Source: an optimization exercise on an open RTL-to-GDS flow (aim: small area and a short achievable clock period). Production flows keep margins and buffers that such runs may drop.
In this exercise RTL edits were held to simulation tests only and were not proved equivalent to the original.
Power and IR drop assume default switching activity.

===== design/flow/run.sh =====
#!/bin/bash
# synth_recipe.tcl (not shown) runs the flow's synth.tcl, then flattens the netlist and writes it again
# the make line also repeats each setting of config.mk as NAME=value (left out here)
make -C /OpenROAD-flow-scripts/flow DESIGN_CONFIG=/design/flow/config.mk WORK_HOME=/design/flow/orfs CLKGATE_MAP_FILE= SYNTH_SCRIPT=/design/flow/synth_recipe.tcl finish

===== design/flow/config.mk =====
export PLATFORM = sky130hd
export DESIGN_NAME = alu_top
export DESIGN_NICKNAME = alu_top
export VERILOG_FILES = /design/flow/design.v
export SDC_FILE = /design/flow/constraint.sdc
export NUM_CORES = 4
export LEC_CHECK = 0
export CAP_MARGIN = 20
export CORE_MARGIN = 2
export CORE_UTILIZATION = 55
export CTS_CLUSTER_DIAMETER = 40
export CTS_CLUSTER_SIZE = 8
export SLEW_MARGIN = 20

===== design/flow/constraint.sdc =====
create_clock -name core_clock -period 90.0 [get_ports {clk}]
set_input_delay 18.0000 -clock core_clock [delete_from_list [all_inputs] [get_ports {clk}]]
set_output_delay 18.0000 -clock core_clock [all_outputs]
set_load 0.01 [all_outputs]

===== design/flow/design.v =====
module alu_top (
    input  logic        clk,
    input  logic [31:0] a,
    input  logic [31:0] b,
    input  logic [3:0]  op,
    output logic [31:0] z
);
    logic [31:0] a_q, b_q, z_q, z_c;
    logic [3:0]  op_q;
    always_ff @(posedge clk) begin
        a_q  <= a;
        b_q  <= b;
        op_q <= op;
        z_q  <= z_c;
    end
    alu #(.width(32)) u_alu (.A(a_q), .B(b_q), .op(op_q), .Z(z_c));
    assign z = z_q;
endmodule

module alu 
#(parameter int width = 8)
(A, B, op, Z);
    input logic [width-1:0] A,B;
    input logic [3:0] op;
    output logic [width-1:0] Z;
    always @(*) begin;
        if (op == 4'b0000) Z = A+B;  
        else if (op == 4'b0001) Z = A-B;  
        else if (op == 4'b0010) Z = A*B;  
        else if (op == 4'b0011) Z = (B == 0) ? {width{1'b1}} : A/B;  
        else if (op == 4'b0100) Z = A&B;  
        else if (op == 4'b0101) Z = A|B;  
        else if (op == 4'b0110) Z = !A;  
        else if (op == 4'b0111) Z = A<<B;  
        else if (op == 4'b1000) Z = A>>B;  
        else Z=0;
    end
endmodule

==> results.cfg <==
[sta]
period_share_pct = 94.8
min_period_ns = 85.32
worst_pin_slew_ns = 1.31
maxSlewHeadroom_pct = 11.7
finClkSkew_ns = 0.0219
finalHoldViolations = 0
worst_hold_slack_ns = 1.01
tns_ns = 0
slew_viol_final = 0
worst_slack_ns = 4.68
setup_violations = 0
rsz0062_at_grt = no
fmax_ghz = 0.0117

[synth]
ys.flop_type = dfxtp_1
yosysSeqAreaShare_pct = 3.70
ys_types = 97
synth-edff-count = 0
synth_seq_cells = 100
yosysWarnings = 2
syn_nets = 8741
async_reset_ff_share_pct = 0
synth_cells = 7512
syn_area_mm2 = 0.0542
avgSynthCellArea_um2 = 7.21

[cts]
clock_sinks = 100
post_cts_buffers = 0
cts_root_buf = clkbuf_16
cts_buffer_depth = 2
insertion_delay_ns = 0.45
ctsResizeCount = 0
tritoncts = built
hold_buffers = 0
cts_buffers = 9
htree_levels = 3
cts.clk_slew.worst_paths_ns = 0.10

[worst_hold_path]
worstHoldStart = op_q[0]
min_path_cells = 4
min_to = z_q[31]
hp-class = reg2reg

[setup_path]
critical_path_arrival_ns = 85.65
critPathMaxFanout = 44
critPathKind = reg2reg
worst_path_most_repeated_cell = ha_1
reg2reg_depth = 278
crit_slowest_cell = o211ai_1
end_kind = flop
start_kind = flop
required_ns = 90.33
reg2reg_slack_ns = 4.68
r2r_end = z_q[0]
max_stage_delay_ns = 1.05
r2r-start = b_q[16]

[place]
dp_slack_ns = 7.37
dpl-instance-area_mm2 = 0.0569
port_buffers = 100
routabilityCongestion = 1.11
hpwlAfterDp_mm = 196

[finish]
postLayoutCellArea_mm2 = 0.0572
utilization_pct = 58.4
area_delta_synth_final_pct = 5.63
final_nets = 8669
final_cell_mix = nand2_1 (908), nor2_1 (755), ha_1 (750)
drive_above_1_share_pct = 5.35
layout_commonest_cell = nand2_1

[die]
start_util_pct = 55.3
die_w_um = 318
coreArea_mm2 = 0.0980
die_area_mm2 = 0.101
ios = 101
die_h_um = 318
rows = 115

[routing]
antenna_left = 0
vias_per_cell = 7.02
drc = 0
vias = 61400
drt_iter0_markers = 9170
first_pass_iters = 7
drt-total-wl_mm = 258
route.detailed.wl_per_inst_um = 29.5

[outcome]
outcome = finished clean

[global_routing]
grt_pass1_vias = 57800
grt_pass1_wl_mm = 375
grt_overflow = 0
gr-usage-all-layers_pct = 49.4
antenna_found_initial = 20
grt_max_degree = 61

[pwr]
worst_ir_drop_vdd_mv = 0.204
p_leak_nw = 26.8
powerDensity_mw_per_mm2 = 32.4

[flow_run]
drv_cap = 0
worst max-delay path by stage:
stage	end	start	slack (ns)	cells after the start
finish	z_q[0]	b_q[16]	4.68	278
global route	z_q[0]	b_q[16]	1.03	278
CTS	z_q[0]	b_q[16]	7.07	279
detailed placement	z_q[0]	b_q[16]	7.37	280
global placement	z_q[0]	b_q[16]	8.26	278
floorplan	z_q[0]	b_q[0]	20.40	312
synthesized netlist by cell type, types with 100 or more instances:
cell type | number | area, µm²
nand3_1 | 135 | 676
a21oi_1 | 560 | 2800
nand2_1 | 908 | 3410
nor2_1 | 758 | 2850
ha_1 | 750 | 9380
a211oi_1 | 122 | 916
inv_1 | 685 | 2570
o21a_1 | 118 | 886
clkbuf_1 | 270 | 1010
o21ai_0 | 412 | 2060
xor2_1 | 152 | 1330
nor3_1 | 187 | 936
a21o_1 | 186 | 1400
fa_1 | 410 | 8210
xnor2_1 | 271 | 2370
dfxtp_1 | 100 | 2000
where the power goes:
group / leakage, nW / internal (mW) / switching [mW]
combinational: 25.8 / 0.703 / 1.05
clock: 0.147 / 0.0202 / 0.0268
sequential: 0.842 / 0.0514 / 0.00713
total: 26.8 / 0.775 / 1.08
layout make-up:
cell class	instances	area, µm²
well taps	1287	1610
diodes	16	40.0
fillers	9375	40800
inverters	695	2610
flip-flops and latches	100	2020
repair buffers	261	2210
multi-input cells	6373	48400
clock buffers	10	239
clock inverters	6	57.6
sequential cells by signal (all words and copies together), names as in the netlist:
| name | cells |
|---|---|
| op_q | 4 |
| b_q | 32 |
| a_q | 32 |
| z_q | 32 |
metrics by stage:
stage	power, mW	instances
after global routing	2.03	8733
after floorplan	1.28	7512
final	1.86	8748
after CTS	1.82	8732
after detailed placement	1.76	8716
after global placement	1.72	8716
metal layers:
metal / up-vias / track usage, % / wire (µm)
met4: 22 / 32.8 / 21800
li1: 26400 / - / -
met3: 1280 / 20.3 / 42300
met1: 28800 / 63.4 / 96200
met5: - / 0.615 / 311
met2: 4921 / 67.3 / 97500
critical path, delay by kind of cell, from the launching register on:
kind	cells	cell delay, ns
flip-flops	1	0.66
AO/OA/AOI/OAI	152	47.05
buffers and inverters	14	2.76
adder cells (fa/ha/maj)	31	10.57
multiplexers	3	1.14
AND/OR/NAND/NOR	78	22.81
logic make-up after synthesis:
group / after synthesis / synth area share, %
and+or+nand+nor: 2504 / 20.8
AOI/OAI and AO/OA: 2161 / 26.3
adders and majority gates: 1160 / 32.5
buffers and inverters: 1039 / 7.23
xor gates and xnor gates: 423 / 6.84
muxes: 125 / 2.62
DFF: 100 / 3.70

-- static timing again, ports no longer ideal --
The results above use ideal ports. As a check the final layout listed here was re-extracted and re-timed, cells and wires unchanged.
Step 1 assumes that a clkbuf_16 drives the clock port and a buf_2 every other input.
Step 2 adds t to the input delays and takes it off the output delays; t is the mean of the earliest and latest rising clock arrival at the registers after step 1. Input paths then give back, and output paths get back, about the clock's delay inside the block.
Three values: ideal ports, drivers, drivers and shift; two values: the first two.
t, ns: 0.510
setup WS [ns]: 4.680 / 4.680 / 4.680
worst hold slack (ns): 1.014 / 1.014 / 1.014
worst slew at a driven data input, ns: 0.07
pins driven straight from the clock port: 1
After both steps setup and hold are still met in this run. For this run, drivers alone change the setup slack by 0.000 ns; drivers and shift together by 0.000 ns.
